This design comes from an exercise in tuning for small area and a short achievable clock period on the open sky130 flow, not from production work.
RTL that was checked went through simulation tests only; none was proved equivalent to the original.

== build 33 ==
==> flow/design.v (excerpt) <==
module sigma_delta_dac_3rdorder(
  input clk,
  input reset_n,
  input [15:0] d,
  output reg q
);
reg  [21:0] a;
reg  [23:0] l;
reg  [23:0] f;
wire        s = f[23];
wire [21:0] a_in = { {5{~s}}, d[15], ~d[15], d[14:0] };
wire [21:0] a_nx = a + a_in;
wire [23:0] o2 = { {2{a[21]}}, a };
wire [23:0] o3 = { {5{~s}}, s, {8{~s}}, ~f[22:13] };
wire [23:0] x  = l ^ o2 ^ o3;
wire [23:0] y  = { (l[22:0] & o2[22:0]) | (l[22:0] & o3[22:0]) | (o2[22:0] & o3[22:0]), 1'b1 };
wire [24:0] l_sum = {1'b0, x} + {1'b0, y};
wire [23:0] fc = { f[23:19] + {~s, ~s, ~s, ~s, 1'b1}, f[18:0] };
wire [23:0] xs = { 1'b0, x[23:1] };
wire [23:0] ys = { 1'b0, y[23:1] };
wire [23:0] s1 = fc ^ xs ^ ys;
wire [23:0] c1 = (fc & xs) | (fc & ys) | (xs & ys);
wire [23:0] t  = s1 + { c1[22:0], x[0] };
wire [23:0] f_nx = { t[23] ^ l_sum[23] ^ l_sum[24], t[22:0] };
always @(negedge reset_n or posedge clk)
  if (!reset_n) begin
    a <= 22'd0;
    l <= 24'd0;
    f <= 24'd0;
    q <= 1'b0;
  end else begin
    a <= a_nx;
    l <= l_sum[23:0];
    f <= f_nx;
    q <= ~s;
  end
endmodule
Size: roughly 680 cells after synthesis, ~71 flip-flops, about 19 I/O pins, roughly 6500 um2 of cells after synthesis.
export LEC_CHECK = 0
export CAP_MARGIN = 20
export CORE_MARGIN = 2
export CORE_UTILIZATION = 40
export SETUP_SLACK_MARGIN = 4.0
export SLEW_MARGIN = 20
create_clock -name core_clock -period 7.0 [get_ports {clk}]
run.sh (not shown) runs the stock make flow with config.mk's settings and CLKGATE_MAP_FILE= SYNTH_SCRIPT=/design/flow/synth_recipe.tcl, a recipe that flattens the netlist after the stock synthesis.
Build 33 finished all stages; the layout is clean.
Inputs modified between build 33 and trial 37:
-- flow/config.mk --
<<< build 33, line 8
>>> trial 37, line 8
export ABC_AREA = 1
<<< build 33, line 11
export SETUP_SLACK_MARGIN = 4.0
>>> trial 37, line 12
Compared with build 33, trial 37 shows a higher worst-case setup slack after placement.
Trial 37 ends up with a largest driver fanout on the critical path that is 13 higher than in build 33.
The fmax number comes out lower for trial 37 vs build 33.
Looking at clock-buffer cell count, trial 37 sits 4 below build 33.
No run of this note included a check of the RTL's function; only the layout flow was run.

========
Setup of job 4279:
Another version of the RTL of sigma_delta_dac_3rdorder (not shown whole).
Size: ~500 cells after synthesis, roughly 71 flip-flops, about 19 I/O pins, roughly 0.0056 mm^2 of cells after synthesis.
==> flow/config.mk <==
export PLATFORM = sky130hd
export DESIGN_NAME = sigma_delta_dac_3rdorder
export DESIGN_NICKNAME = sigma_delta_dac_3rdorder
export VERILOG_FILES = /design/flow/design.v
export SDC_FILE = /design/flow/constraint.sdc
export NUM_CORES = 4
export LEC_CHECK = 0
export CAP_MARGIN = 20
export CORE_MARGIN = 2
export CORE_UTILIZATION = 40
export SETUP_SLACK_MARGIN = 3.0
export SLEW_MARGIN = 20
==> flow/constraint.sdc <==
create_clock -name core_clock -period 7.0 [get_ports {clk}]
set_input_delay 1.4000 -clock core_clock [delete_from_list [all_inputs] [get_ports {clk}]]
set_output_delay 1.4000 -clock core_clock [all_outputs]
set_load 0.01 [all_outputs]
standard.sh (not shown) runs the stock make flow with config.mk's settings and CLKGATE_MAP_FILE= SYNTH_SCRIPT=/design/flow/synth_recipe.tcl, a recipe that flattens the netlist after the stock synthesis.
==> flow/flow/run.sh <==
#!/bin/bash
# The standard layout (standard.sh), with two changes to how it is made:
#  - clock tree synthesis with its own options (below), without dummy loads;
#  - port buffers of the smallest buffer cell (every port still gets one).
# Each tool's full output is in the ORFS logs under orfs/logs; make's own
# output is in standard.log.
bash standard.sh \
  "CTS_ARGS=-sink_clustering_enable -repair_clock_nets -buf_list sky130_fd_sc_hd__clkbuf_8 -dont_use_dummy_load -sink_clustering_size 30 -sink_clustering_max_diameter 150" \
  "BUFFER_PORTS_ARGS=-buffer_cell sky130_fd_sc_hd__buf_1" \
  finish > standard.log 2>&1
Edits applied to the flow inputs when going from job 4279 to job 3965:
==> flow/flow/run.sh <==
#!/bin/bash
# The standard layout (standard.sh) with changes to how it is made:
#  - clock tree synthesis with its own options (below), without dummy loads;
#  - port buffers of the smallest buffer cell (every port still gets one);
#  - extra make settings: 
# Each tool's full output is in the ORFS logs under orfs/logs; make's own
# output is in standard.log.
bash standard.sh \
  "CTS_ARGS=-sink_clustering_enable -repair_clock_nets -buf_list sky130_fd_sc_hd__clkbuf_8 -dont_use_dummy_load" \
  "BUFFER_PORTS_ARGS=-buffer_cell sky130_fd_sc_hd__buf_1" \
   \
  finish > standard.log 2>&1
-- flow/config.mk --
<<< job 4279, line 8
export CAP_MARGIN = 20
export CORE_MARGIN = 2
export CORE_UTILIZATION = 40
export SETUP_SLACK_MARGIN = 3.0
export SLEW_MARGIN = 20
>>> job 3965, line 8
export CAP_MARGIN = 20
export CORE_MARGIN = 2
export CORE_UTILIZATION = 60
export SETUP_SLACK_MARGIN = 3.6
export SLEW_MARGIN = 20
export TNS_END_PERCENT = 0
==> comparison <==
On area overhead of the layout relative to synthesis: between job 3965 and job 4279, it ends up higher for job 3965. Worst hold slack: job 3965 < job 4279. Looking at minimum clock period across job 3965 and job 4279, the one that comes out lower is job 3965. Compared to job 4279, job 3965 has sum of met3 wire segment lengths after detailed routing about 43% lower. Diff job 4279 -> job 3965: number of buffer and inverter stages on the critical path essentially unchanged. Taking job 4279 as the reference point, the post-layout instance count excluding filler cells of job 3965 falls by about 8%.
Changes in job 3473 relative to job 3965:
==> flow/flow/run.sh <==
#!/bin/bash
# The standard layout (standard.sh), with two changes to how it is made:
#  - clock tree synthesis with its own options (below), without dummy loads;
#  - port buffers of the smallest buffer cell (every port still gets one).
# Each tool's full output is in the ORFS logs under orfs/logs; make's own
# output is in standard.log.
bash standard.sh \
  "CTS_ARGS=-repair_clock_nets -buf_list sky130_fd_sc_hd__clkbuf_8 -dont_use_dummy_load" \
  "BUFFER_PORTS_ARGS=-buffer_cell sky130_fd_sc_hd__buf_1" \
  finish > standard.log 2>&1
-- flow/config.mk --
<<< job 3965, line 8
export CAP_MARGIN = 20
export CORE_MARGIN = 2
export CORE_UTILIZATION = 60
export SETUP_SLACK_MARGIN = 3.6
export SLEW_MARGIN = 20
export TNS_END_PERCENT = 0
>>> job 3473, line 8
export CAP_MARGIN = 20
export CORE_MARGIN = 2
export CORE_UTILIZATION = 40
export SETUP_SLACK_MARGIN = 3.0
export SLEW_MARGIN = 20
## What came out
- Of job 3473 and job 3965, it is job 3473 that has the lower global-route total usage across every layer.
- The worst hold slack in job 3473 was higher than what job 3965 gave.
- Going from job 3965 to job 3473, footprint of the multi-input gates shrinks by about 4.4%.
- [compare] base=job 3965 new=job 3473: post-route non-filler standard cell count picked up an extra 8.4%; cell area decreased about 3%.
- Job 3965 ended up with f[22] as its termination of the worst setup path; job 3473 ended up with ao[21].
Input-level comparison between job 3357 and job 3473:
-- flow/flow/run.sh --
<<< job 3473, line 6
# output is in standard.log.
bash standard.sh \
  "CTS_ARGS=-repair_clock_nets -buf_list sky130_fd_sc_hd__clkbuf_8 -dont_use_dummy_load" \
  "BUFFER_PORTS_ARGS=-buffer_cell sky130_fd_sc_hd__buf_1" \
  finish > standard.log 2>&1
>>> job 3357, line 6
# output is in standard.log.
bash standard.sh \
  "CTS_ARGS=-sink_clustering_enable -repair_clock_nets -buf_list sky130_fd_sc_hd__clkbuf_8 -dont_use_dummy_load" \
  "BUFFER_PORTS_ARGS=-buffer_cell sky130_fd_sc_hd__buf_1" \
  finish > standard.log 2>&1
-- flow/config.mk --
<<< job 3473, line 9
export CORE_MARGIN = 2
export CORE_UTILIZATION = 40
export SETUP_SLACK_MARGIN = 3.0
export SLEW_MARGIN = 20
>>> job 3357, line 9
export CORE_MARGIN = 2
export CORE_UTILIZATION = 40
export SETUP_SLACK_MARGIN = 3.6
export SLEW_MARGIN = 20
[summary]
- Re setup clock skew after layout: job 3357 is 14 ps up on job 3473.
- The end point of the critical path comes out f[16] in one run and ao[21] in the other, namely in job 3357 and job 3473 respectively.
- Of job 3357 and job 3473, the higher number of buffers outside the clock class in the layout belongs to job 3357.
- On number of standard cells in the layout, taps in and fillers out: between job 3357 and job 3473, it ends up higher for job 3357.
#### Input delta (job 6566 over job 3357)
==> flow/run.sh (new file) <==
#!/bin/bash
# synth_recipe.tcl (not shown) runs the flow's synth.tcl, then flattens the netlist and writes it again
# the make line also repeats each setting of config.mk as NAME=value (left out here)
make -C /OpenROAD-flow-scripts/flow DESIGN_CONFIG=/design/flow/config.mk WORK_HOME=/design/flow/orfs CLKGATE_MAP_FILE= SYNTH_SCRIPT=/design/flow/synth_recipe.tcl finish
-- flow/config.mk --
<<< job 3357, line 9
export CORE_MARGIN = 2
export CORE_UTILIZATION = 40
export SETUP_SLACK_MARGIN = 3.6
export SLEW_MARGIN = 20
>>> job 6566, line 9
export CORE_MARGIN = 2
export CORE_UTILIZATION = 40
export SETUP_SLACK_MARGIN = 3.0
export SLEW_MARGIN = 20
removed: flow/flow/run.sh
removed: flow/standard.sh
### Flow results
Job 6566: full flow OK, the timing, DRC and antenna checks passed. Job 3357 tops out at a higher clock frequency than job 6566. Cmp job 3357 and job 6566 / overall fraction of global-route tracks in use / lower: job 6566. Job 6566 vs job 3357: placed cell area up. Re average cell area after synthesis: no difference whatsoever between job 6566 and job 3357. On via count of the routed design, job 6566 does better than job 3357. Between job 3357 and job 6566, the cell count went down. Compared to job 3357, the routing of job 6566 uses less wire.

[separate check: timing with driven ports]
No port has a modelled driver above. Below, the same layouts with a new extraction and two added sets of constraints. Step 1 assumes that a clkbuf_16 drives the clock port and a buf_2 every other input. Step 2 moves the port delays by t, midway between the first and last clock arrival at a register: inputs arrive t later, outputs are due t later. That takes back most of the time a late clock gives input paths. a / b / c = ideal / step 1 / step 2; a / b = the first two.
| run | t (ns) | setup slack, ns | worst hold slack (ns) | slew at the worst register clock pin (ns) | pins driven straight from the clock port |
|---|---|---|---|---|---|
| build 33 | 0.383 | 3.214 / 3.214 / 3.214 | 0.554 / 0.554 / 0.554 | 0.06 / 0.06 | 1 |
| trial 37 | 0.390 | 3.099 / 3.099 / 3.099 | 0.515 / 0.515 / 0.515 | 0.06 / 0.06 | 1 |
| job 4279 | 0.382 | 3.212 / 3.217 / 2.839 | 0.515 / 0.515 / 0.515 | 0.07 / 0.07 | 1 |
| job 3965 | 0.374 | 3.428 / 3.428 / 3.124 | 0.494 / 0.494 / 0.494 | 0.08 / 0.08 | 1 |
| job 3473 | 0.382 | 3.212 / 3.217 / 2.839 | 0.515 / 0.515 / 0.515 | 0.07 / 0.07 | 1 |
| job 3357 | 0.374 | 3.442 / 3.442 / 3.118 | 0.620 / 0.620 / 0.620 | 0.08 / 0.08 | 1 |
| job 6566 | 0.365 | 3.108 / 3.123 / 2.758 | 0.554 / 0.554 / 0.554 | 0.06 / 0.06 | 1 |
After both steps every run listed still meets setup and hold.
